This is an optimization exercise on Yosys and OpenROAD, whose aim is small area and a short achievable clock period, not a production implementation. In this exercise RTL edits were held to simulation tests only and were not proved equivalent to the original. No activity file was given, so power comes from the tool's default toggle rates.

--- design/flow/config.mk ---
export PLATFORM = sky130hd
export DESIGN_NAME = vec_mag_top
export DESIGN_NICKNAME = vec_mag_top
export VERILOG_FILES = /design/flow/design.v
export SDC_FILE = /design/flow/constraint.sdc
export NUM_CORES = 4
export LEC_CHECK = 0
export CAP_MARGIN = 20
export CORE_MARGIN = 2
export CORE_UTILIZATION = 40
export SLEW_MARGIN = 20
--- design/flow/constraint.sdc ---
create_clock -name core_clock -period 5.5 [get_ports {clk}]
set_input_delay 1.1000 -clock core_clock [delete_from_list [all_inputs] [get_ports {clk}]]
set_output_delay 1.1000 -clock core_clock [all_outputs]
set_load 0.01 [all_outputs]
--- design/flow/design.v ---
module vec_mag_core #(
	COORD_WIDTH=8
) (
	input  logic aclk,
	input  logic aresetn,
	input  logic aclk_en,	 
	input  logic signed [4*COORD_WIDTH-1:0]	s_axis_tdata,	 
	input  logic								s_axis_tvalid,
	input  logic								s_axis_tlast,
	output logic								s_axis_tready,
	output logic [4*COORD_WIDTH-1:0]			m_axis_tdata,
	output logic								m_axis_tvalid,
	output logic								m_axis_tlast,
	input  logic								m_axis_tready,
	input  logic								core_reset_i,
	input  logic								core_cnt_wr_i,
	input  logic		[31:0]					core_cnt_wdata_i,
	output logic								core_bisy_o,
	output logic		[31:0]					core_data_processed_cnt_o,
	output logic								core_overflow_x_o,
	output logic								core_overflow_y_o
);
	localparam AXIS_TDATA_WIDTH = COORD_WIDTH * 4;
	localparam COEFF_BASE = 128;
	localparam COEFF_BASE_CLOG2 = $clog2(COEFF_BASE);
	localparam ALPHA0_MUL_128 = 1 * COEFF_BASE;			 
	localparam BETA0_MUL_128 = 5/32 * COEFF_BASE;		 
	localparam ALPHA1_MUL_128 = 108/128 * COEFF_BASE;	 
	localparam BETA1_MUL_128 = 71/128 * COEFF_BASE;		 
	logic resetn_combined;
	logic s_axis_accept;
	logic x1_sign;
	logic x2_sign;
	logic y1_sign;
	logic y2_sign;
 	logic x_sub_sign;
	logic y_sub_sign;
	logic [ 4:0] busy_shift_reg;
	logic [31:0] data_processed_cnt;
	assign resetn_combined = aresetn && ~(aclk_en && core_reset_i);
	assign s_axis_accept = s_axis_tvalid && s_axis_tready;
	assign core_overflow_x_o = (x1_sign ^ x2_sign) && (x1_sign ^ x_sub_sign);
	assign core_overflow_y_o = (y1_sign ^ y2_sign) && (y1_sign ^ y_sub_sign);
	assign core_data_processed_cnt_o = data_processed_cnt;
	always_ff @(posedge aclk) begin : busy_shift_reg_logic
    	if (!resetn_combined) begin
			busy_shift_reg <= 5'b0;
    	end else if (aclk_en) begin
			busy_shift_reg <= {busy_shift_reg[3:0], s_axis_tvalid && s_axis_tready};
		end
	end
	assign core_bisy_o = (busy_shift_reg != 5'b0);
	logic signed [COORD_WIDTH-1:0]	st1_x_sub;
	logic signed [COORD_WIDTH-1:0]	st1_y_sub;
	logic							st1_valid;
	assign x_sub_sign = st1_x_sub[COORD_WIDTH-1];
	assign y_sub_sign = st1_y_sub[COORD_WIDTH-1];
	logic [COORD_WIDTH-1:0]	st2_x_abs;
	logic [COORD_WIDTH-1:0]	st2_y_abs;
	logic					st2_valid;
	logic [COORD_WIDTH-1:0] st3_max;
	logic [COORD_WIDTH-1:0] st3_min;
	logic					st3_valid;
	logic [COORD_WIDTH+COEFF_BASE_CLOG2-1:0] st4_z0_abs;
	logic [COORD_WIDTH+COEFF_BASE_CLOG2-1:0] st4_z1_abs;
	logic						 			 st4_valid;
	logic [COORD_WIDTH+COEFF_BASE_CLOG2-1:0] st5_max;
	logic						 			 st5_valid;
	assign s_axis_tready = !s_axis_tvalid || m_axis_tready;
	assign m_axis_tdata	 = st5_max[COORD_WIDTH+COEFF_BASE_CLOG2-1:COEFF_BASE_CLOG2];
	assign m_axis_tvalid = st5_valid;
	assign m_axis_tlast	 = 1'b1;
	always_ff @(posedge aclk) begin : stage_1
		if(!resetn_combined) begin
			st1_x_sub <= 0;
			st1_y_sub <= 0;
			st1_valid <= 1'b0;
 			x1_sign <= 0;
 			x2_sign <= 0;
 			y1_sign <= 0;
 			y2_sign <= 0;
		end else if (aclk_en) begin
			if(!s_axis_accept) begin
				st1_x_sub <= 0;
				st1_y_sub <= 0;
				st1_valid <= 1'b0;
	 			x1_sign <= 0;
	 			x2_sign <= 0;
	 			y1_sign <= 0;
	 			y2_sign <= 0;
			end
			else begin
					st1_x_sub <= $signed(s_axis_tdata[(4*COORD_WIDTH-1):(3*COORD_WIDTH)]) - $signed(s_axis_tdata[(2*COORD_WIDTH-1):(1*COORD_WIDTH)]);
					st1_y_sub <= $signed(s_axis_tdata[(3*COORD_WIDTH-1):(2*COORD_WIDTH)]) - $signed(s_axis_tdata[(1*COORD_WIDTH-1):(0*COORD_WIDTH)]);
					st1_valid <= s_axis_tvalid;
	 				x1_sign <= s_axis_tdata[4*COORD_WIDTH-1];
	 				x2_sign <= s_axis_tdata[2*COORD_WIDTH-1];
	 				y1_sign <= s_axis_tdata[3*COORD_WIDTH-1];
	 				y2_sign <= s_axis_tdata[1*COORD_WIDTH-1];
			end
		end
	end
	always_ff @(posedge aclk) begin : stage_2
		if(!resetn_combined) begin
			st2_x_abs <= 0;
			st2_y_abs <= 0;
			st2_valid <= 1'b0;
		end else if (aclk_en) begin
			if(st1_valid) begin
				st2_x_abs <= st1_x_sub[COORD_WIDTH-1] ? -st1_x_sub : st1_x_sub;
				st2_y_abs <= st1_y_sub[COORD_WIDTH-1] ? -st1_y_sub : st1_y_sub;
			end
			st2_valid <= st1_valid;
		end
	end
	always_ff @(posedge aclk) begin : stage_3
		if(!resetn_combined) begin
			st3_max	  <= 0;
			st3_min	  <= 0;
			st3_valid <= 1'b0;
		end else if (aclk_en) begin
			if(st2_valid) begin
				if(st2_x_abs > st2_y_abs) begin
					st3_max <= st2_x_abs;
					st3_min <= st2_y_abs;
				end else begin
					st3_max <= st2_y_abs;
					st3_min <= st2_x_abs;
				end
			end
			st3_valid <= st2_valid;
		end
	end
	always_ff @(posedge aclk) begin : stage_4
		if(!resetn_combined) begin
			st4_z0_abs	<= 0;
			st4_z1_abs	<= 0;
			st4_valid	<= 0;
		end else if (aclk_en) begin
			if(st3_valid) begin
				st4_z0_abs <= (st3_max << COEFF_BASE_CLOG2) + ((st3_min << 4) + (st3_min << 2));
				st4_z1_abs <= ((st3_max << 6) + (st3_max << 5) + (st3_max << 3) + (st3_max << 2)) + ((st3_min << 6) + (st3_min << 3) - st3_min);
			end
			st4_valid	<= st3_valid;
		end
	end
	always_ff @(posedge aclk) begin : stage_5
		if(!resetn_combined) begin
			st5_max	  <= 0;
			st5_valid <= 1'b0;
		end else if (aclk_en) begin
			if(st4_valid) begin
				st5_max <= (st4_z0_abs > st4_z1_abs) ? st4_z0_abs : st4_z1_abs;
			end
			st5_valid <= st4_valid;
		end
	end
	always_ff @(posedge aclk) begin : data_cnt
		if(!aresetn) begin
			data_processed_cnt <= 32'b0;
		end else if (core_cnt_wr_i) begin
			data_processed_cnt <= core_cnt_wdata_i;
		end else if (aclk_en) begin
			if (core_reset_i) begin
				data_processed_cnt <= 32'b0;
			end else if (st4_valid) begin
				data_processed_cnt <= data_processed_cnt + 32'd1;
			end
		end
	end
endmodule
module vec_mag_csr #(
    parameter COORD_WIDTH = 8,
    parameter APB_ADDR_WIDTH = 12
) (
    input  logic                      clk,
    input  logic                      rst_n,
    input  logic                      psel_i,
    input  logic                      penable_i,
    input  logic [APB_ADDR_WIDTH-1:0] paddr_i,
    input  logic                      pwrite_i,
    input  logic [31:0]               pwdata_i,
    output logic [31:0]               prdata_o,
    output logic                      pready_o,
    output logic                      pslverr_o,
    output logic                      core_reset_o,
    output logic                      core_aclk_en_o,
    output logic                      core_cnt_wr_o,
    output logic [31:0]               core_cnt_wdata_o,
    input  logic                      core_busy_i,
    input  logic [31:0]               core_data_processed_cnt_i,
    input  logic                      core_overflow_x_i,
    input  logic                      core_overflow_y_i
);
    localparam REG_CTRL       = 8'h00;
    localparam REG_STATUS     = 8'h04;
    localparam REG_DATA_COUNT = 8'h08;
    localparam REG_OVERFLOW   = 8'h0C;
    logic [31:0] control_reg;
    logic [31:0] status_reg;
    logic [31:0] data_count_reg;
    logic [31:0] overflow_reg;
    logic [31:0] prdata_reg;
    localparam CTRL_RESET_BIT = 0;
    localparam CTRL_CLK_EN_BIT = 1;
    localparam STATUS_BUSY_BIT = 0;
    localparam OVERFLOW_X_BIT = 0;
    localparam OVERFLOW_Y_BIT = 1;
    logic apb_write;
    logic apb_read;
    logic [7:0] reg_addr;
    assign apb_write = psel_i && penable_i && pwrite_i;
    assign apb_read = psel_i && penable_i && !pwrite_i;
    assign reg_addr = paddr_i[7:0];
    always_ff @(posedge clk or negedge rst_n) begin
        if (!rst_n) begin
            control_reg <= 32'h0000_0001;  
        end else if (apb_write && (reg_addr == REG_CTRL)) begin
            control_reg <= pwdata_i;
        end
    end
    assign status_reg = {31'b0, core_busy_i};
    assign data_count_reg = core_data_processed_cnt_i;
    always_ff @(posedge clk or negedge rst_n) begin
        if (!rst_n) begin
            overflow_reg <= 32'h0;
        end else begin
            if (core_overflow_x_i) 
                overflow_reg[OVERFLOW_X_BIT] <= 1'b1;
            if (core_overflow_y_i)
                overflow_reg[OVERFLOW_Y_BIT] <= 1'b1;
            if (apb_write && (reg_addr == REG_OVERFLOW)) begin
                if (!pwdata_i[OVERFLOW_X_BIT])
                    overflow_reg[OVERFLOW_X_BIT] <= 1'b0;
                if (!pwdata_i[OVERFLOW_Y_BIT])
                    overflow_reg[OVERFLOW_Y_BIT] <= 1'b0;
            end
        end
    end
    always_ff @(posedge clk or negedge rst_n) begin
        if (!rst_n) begin
            prdata_reg <= 32'h0;
        end else if (apb_read) begin
            case (reg_addr)
                REG_CTRL:       prdata_reg <= control_reg;
                REG_STATUS:     prdata_reg <= status_reg;
                REG_DATA_COUNT: prdata_reg <= data_count_reg;
                REG_OVERFLOW:   prdata_reg <= overflow_reg;
                default:        prdata_reg <= 32'h0;
            endcase
        end
    end
    assign prdata_o = prdata_reg;
    assign pready_o = 1'b1;   
    assign pslverr_o = 1'b0;  
    assign core_reset_o = control_reg[CTRL_RESET_BIT];
    assign core_aclk_en_o = control_reg[CTRL_CLK_EN_BIT];
    assign core_cnt_wr_o = apb_write && (reg_addr == REG_DATA_COUNT);
    assign core_cnt_wdata_o = pwdata_i;
endmodule
module vec_mag_top #(
    parameter COORD_WIDTH = 8,
    parameter APB_ADDR_WIDTH = 12
) (
    input  logic                      clk,
    input  logic                      rst_n,
    input  logic                      psel_i,
    input  logic                      penable_i,
    input  logic [APB_ADDR_WIDTH-1:0] paddr_i,
    input  logic                      pwrite_i,
    input  logic [31:0]               pwdata_i,
    output logic [31:0]               prdata_o,
    output logic                      pready_o,
    output logic                      pslverr_o,
    input  logic signed [4*COORD_WIDTH-1:0] s_axis_tdata,
    input  logic                            s_axis_tvalid,
    input  logic                            s_axis_tlast,
    output logic                            s_axis_tready,
    output logic [4*COORD_WIDTH-1:0]        m_axis_tdata,
    output logic                            m_axis_tvalid,
    output logic                            m_axis_tlast,
    input  logic                            m_axis_tready
);
    logic                      core_reset;
    logic                      core_aclk_en;
    logic                      core_busy;
    logic [31:0]               core_data_processed_cnt;
    logic                      core_overflow_x;
    logic                      core_overflow_y;
    logic                      core_cnt_wr;
    logic [31:0]               core_cnt_wdata;
    vec_mag_csr #(
        .COORD_WIDTH(COORD_WIDTH),
        .APB_ADDR_WIDTH(APB_ADDR_WIDTH)
    ) u_vec_mag_csr (
        .clk                        (clk),
        .rst_n                      (rst_n),
        .psel_i                     (psel_i),
        .penable_i                  (penable_i),
        .paddr_i                    (paddr_i),
        .pwrite_i                   (pwrite_i),
        .pwdata_i                   (pwdata_i),
        .prdata_o                   (prdata_o),
        .pready_o                   (pready_o),
        .pslverr_o                  (pslverr_o),
        .core_reset_o               (core_reset),
        .core_aclk_en_o             (core_aclk_en),
        .core_cnt_wr_o              (core_cnt_wr),
        .core_cnt_wdata_o           (core_cnt_wdata),
        .core_busy_i                (core_busy),
        .core_data_processed_cnt_i  (core_data_processed_cnt),
        .core_overflow_x_i          (core_overflow_x),
        .core_overflow_y_i          (core_overflow_y)
    );
    vec_mag_core #(
        .COORD_WIDTH(COORD_WIDTH)
    ) u_vec_mag_core (
        .aclk                       (clk),
        .aresetn                    (rst_n),
        .aclk_en                    (core_aclk_en),
        .s_axis_tdata               (s_axis_tdata),
        .s_axis_tvalid              (s_axis_tvalid),
        .s_axis_tlast               (s_axis_tlast),
        .s_axis_tready              (s_axis_tready),
        .m_axis_tdata               (m_axis_tdata),
        .m_axis_tvalid              (m_axis_tvalid),
        .m_axis_tlast               (m_axis_tlast),
        .m_axis_tready              (m_axis_tready),
        .core_reset_i               (core_reset),
        .core_cnt_wr_i              (core_cnt_wr),
        .core_cnt_wdata_i           (core_cnt_wdata),
        .core_bisy_o                (core_busy),
        .core_data_processed_cnt_o  (core_data_processed_cnt),
        .core_overflow_x_o          (core_overflow_x),
        .core_overflow_y_o          (core_overflow_y)
    );
endmodule
--- design/flow/run.sh ---
#!/bin/bash
# synth_recipe.tcl (not shown) runs the flow's synth.tcl, then flattens the netlist and writes it again
# the make line also repeats each setting of config.mk as NAME=value (left out here)
make -C /OpenROAD-flow-scripts/flow DESIGN_CONFIG=/design/flow/config.mk WORK_HOME=/design/flow/orfs CLKGATE_MAP_FILE= SYNTH_SCRIPT=/design/flow/synth_recipe.tcl finish
==> results.py <==
metrics = {
    "sta": {
        "rsz0062_at_grt": "no",
        "setup_viol": 0,
        "fin_tns_setup_ps": 0,
        "fin_crit_ps": 4690,
        "fmax_mhz": 213,
        "whs_ps": 461,
        "relSlewSlack_pct": 25.7,
        "finClkSkew_ps": 18.8,
        "worst_slew_pin_slew_ps": 1110,
        "fin_ws_ps": 806,
        "hold_viol": 0,
        "finalMaxSlewViolations": 0,
        "timing.final.crit_share_pct": 85.3,
    },
    "grt": {
        "grt_start_max_net_pins": 71,
        "grt_pass1_vias": 9116,
        "globalRouteTotalUtil_pct": 19.2,
        "antenna_found_initial": 0,
        "grt_overflow": 0,
        "grt_pass1_wl_mm": 47.6,
    },
    "synth": {
        "synth.distinct_cells": 65,
        "synth_xor_area_share_pct": 3.48,
        "avgSynthCellArea_um2": 8.72,
        "ys_ff_latch": 190,
        "ys_warn_count": 2,
        "synth_top_area_share_pct": 21.4,
        "synth_edf_count": 0,
        "syn_inst": 1329,
        "synth-seq-area-share_pct": 35.7,
        "synthAdderAreaFrac_pct": 14.5,
        "synth_top_family_by_area": "compound AO/OA/AOI/OAI gates",
        "syn_area_um2": 11600,
        "synthMuxAreaShare_pct": 5.01,
        "ys.flop_type": "dfxtp_1",
        "synthArstFlopShare_pct": 34.7,
        "synth_area_leaders": "dfxtp_1 (21%), dfrtp_1 (14%), ha_1 (8.6%), fa_1 (5.9%), a21oi_1 (4.8%)",
        "synth_compound_area_share_pct": 19.9,
        "yosys.area.top_type": "dfxtp_1",
        "yosys.area_share.simple_pct": 13.6,
    },
    "detailed_routing": {
        "via_count": 9434,
        "drc": 0,
        "routed_via_density": 5.22,
        "wire_per_inst_um": 15.8,
        "initialDrtViolationCount": 589,
        "ant_nets": 0,
        "wl_mm": 28.5,
        "drt_first_pass_iters": 5,
    },
    "pwr": {
        "p_leak_nw": 5.72,
        "pwr-share-seq_pct": 49.4,
        "power_density_nw_per_um2": 209,
        "p_switching_mw": 0.738,
        "combPwrFrac_pct": 6.7,
        "vdd_ir_drop_max_mv": 0.234,
        "p_int_mw": 2.10,
        "swShare_pct": 26.0,
        "clockPowerShare_pct": 44.0,
    },
    "cells_and_area": {
        "nets": 1607,
        "fillers": 2790,
        "layout-drive-gt1-share_pct": 6.47,
        "synthToLayoutAreaGrowth_pct": 17.2,
        "antenna_cells": 0,
    },
    "clock_network": {
        "cts_tree": "yes",
        "cts_resized": 0,
        "clk_pin_slew_worst_paths_ps": 80,
        "post_cts_buffers": 0,
        "clk_latency_ps": 440,
        "cts_buffer_depth": 2,
        "cts_buffers": 17,
        "cts_sinks": 190,
        "root_buffer": "clkbuf_16",
        "htreeDepth": 4,
        "cts_hold_buf": 0,
    },
    "setup_path": {
        "rrSetupSlack_ps": 810,
        "crit_arrival_ps": 5000,
        "start_kind": "register",
        "crit_required_ps": 5800,
        "crit_path_end_kind": "register",
        "crit_start": "u_vec_mag_core.st3_min[3]$_SDFFE_PN0P_",
        "crit_type": "register to register",
        "timing.rr.start": "u_vec_mag_core.st3_min[3]$_SDFFE_PN0P_",
        "r2r_cells": 14,
        "rr_endpoint": "u_vec_mag_core.st4_z1_abs[13]$_SDFFE_PN0P_",
        "crit_fanout": 5,
    },
    "die": {
        "start_util_pct": 40.5,
        "die_area_um2": 30300,
        "rows": 62,
        "die_w_um": 174,
        "coreArea_um2": 28600,
        "dieHeight_um": 174,
        "io_pins": 153,
    },
    "placement": {
        "gp_congestion": 0.832,
        "dp.final_hpwl_mm": 20.9,
        "portBuffers": 120,
        "pre_cts_slack_ps": 756,
    },
    "run": {
        "max-cap-violations": 0,
    },
    "worst_hold_path": {
        "worstHoldEndpoint": "u_vec_mag_core.st4_z1_abs[4]$_SDFFE_PN0P_",
        "hold_path_class": "register to register",
        "whs_path_depth": 2,
        "hp-start": "u_vec_mag_core.st4_z1_abs[4]$_SDFFE_PN0P_",
    },
    "status": {
        "status": "finished clean",
    },
}
## worst max-delay path, cell delays in order, from the launching register on
cell and delay [ps]:
dfxtp_1 450, inv_1 170, fa_1 510, fa_1 550, inv_1 60, fa_1 560, fa_1 420, ha_1 360
a31o_2 290, a2111oi_0 600, o31ai_1 190, xnor2_1 160, nor2_1 50, a21oi_1 150, nor2_1 50
## synthesized netlist by cell type (all sizes together), types with 5 or more instances
| master | n |
|---|---|
| a211oi | 19 |
| a21o | 17 |
| a21oi | 112 |
| a22o | 7 |
| a22oi | 44 |
| a31oi | 15 |
| and2 | 8 |
| and3 | 9 |
| buf | 36 |
| clkbuf | 58 |
| dfrtp | 65 |
| dfxtp | 124 |
| fa | 34 |
| ha | 80 |
| inv | 113 |
| mux2 | 32 |
| mux2i | 22 |
| nand2 | 129 |
| nand3 | 20 |
| nand4 | 9 |
| nor2 | 106 |
| nor2b | 12 |
| nor3 | 11 |
| nor3b | 5 |
| nor4 | 6 |
| o211a | 11 |
| o21ai | 114 |
| o31ai | 7 |
| or3 | 5 |
| xnor2 | 26 |
| xor2 | 20 |
## metrics by stage
step	cells	utilization [%]	total power [mW]	instance area, µm²
after global routing	1806	47.4	2.95	13600
after detailed placement	1774	45.4	1.62	13000
final	1806	47.4	2.83	13600
after floorplan	1354	-	1.53	11700
after CTS	1806	47.4	2.86	13600
after global placement	1774	45.4	1.62	13000
## layer usage
metal  vias to the layer above  global-route usage (%)  part of all wire [%]
met5                         -                       0                     0
met4                         0                    4.45                   1.3
met3                        20                    3.08                   4.3
met2                       213                    30.2                    44
met1                      4481                    27.7                    50
li1                       4720                       -                     -
## kinds of logic (layout without fill, tap and decap cells)
family                   count (synthesis)  in the layout
XOR/XNOR                                46             46
buffers and inverters                  207            275
AO/OA/AOI/OAI                          378            378
AND/OR/NAND/NOR                        338            338
multiplexers                            54             54
adder cells (fa/ha/maj)                114            114
other                                    2             27
flip-flops                             190            190
## power groups by stage
| stage | sequential [mW] | clock (mW) | combinational [mW] |
|---|---|---|---|
| finish | 1.40 | 1.25 | 0.189 |
| global route | 1.40 | 1.34 | 0.211 |
| CTS | 1.40 | 1.27 | 0.191 |
| detailed placement | 1.43 | 0 | 0.190 |
| global placement | 1.43 | 0 | 0.188 |
| floorplan | 1.43 | 0 | 0.109 |
## final cells by class
type | count | area (µm²) | area share [%]
repair buffers | 130 | 1270 | 9.38
clock buffers | 17 | 425 | 3.13
clock inverters | 15 | 173 | 1.27
inverters | 113 | 424 | 3.12
well taps | 384 | 480 | 3.54
multi-input cells | 957 | 6670 | 49.1
flip-flops and latches | 190 | 4140 | 30.4
## layout by cell type, fill, tap and decap left out, types with 7 or more instances in the layout
master           count
o31ai_1              7
buf_4               11
fa_1                34
mux2_2              32
a22oi_1             44
conb_1              27
o211a_1             11
nand4_1              7
and3_1               9
nor2b_1             12
dfxtp_1            124
nand3_1             18
a21oi_1            112
and2_1               8
nor3_1               9
inv_1              113
a211oi_1            19
nor2_1             106
xor2_1              20
nand2_1            128
clkbuf_16           17
a21o_1              17
ha_1                80
mux2i_1             22
xnor2_1             26
dfrtp_1             65
a22o_1               7
o21ai_0            112
clkdlybuf4s50_1    119
a31oi_1             15
## how the worst max path moves through the flow
stage / to / slack (ps) / cells past startpoint
floorplan: u_vec_mag_core.st4_z1_abs[13]$_SDFFE_PN0P_ / 1220 / 14
global route: u_vec_mag_core.st4_z1_abs[13]$_SDFFE_PN0P_ / 510 / 14
finish: u_vec_mag_core.st4_z1_abs[13]$_SDFFE_PN0P_ / 810 / 14
CTS: u_vec_mag_core.st4_z1_abs[13]$_SDFFE_PN0P_ / 770 / 14
global placement: u_vec_mag_core.st4_z1_abs[13]$_SDFFE_PN0P_ / 810 / 14
detailed placement: u_vec_mag_core.st4_z1_abs[13]$_SDFFE_PN0P_ / 760 / 14

re-timing with driven ports:
No port has a modelled driver above. Below, the same layout with a new extraction and two added sets of constraints. Step 1 (the two cells are an assumption about what drives the block):
set clk [get_ports {clk}]
set_driving_cell -lib_cell sky130_fd_sc_hd__clkbuf_16 $clk
set_driving_cell -lib_cell sky130_fd_sc_hd__buf_2 [delete_from_list [all_inputs] $clk]
Step 2 adds t to the input delays and takes it off the output delays; t is the mean of the earliest and latest rising clock arrival at the registers after step 1. Input paths then give back, and output paths get back, about the clock's delay inside the block. Three values: no drivers, after step 1, after step 2; two values: the first two.
shift t [ns]: 0.475
setup slack, ns: 0.806 / 0.806 / 0.806
slew at the worst register clock pin (ns): 0.09 / 0.09
cell pins on the clock port's net: 1
After both steps setup and hold are still met in this run. The setup slack of this run moves by 0.000 ns with the drivers and by 0.000 ns with both steps.
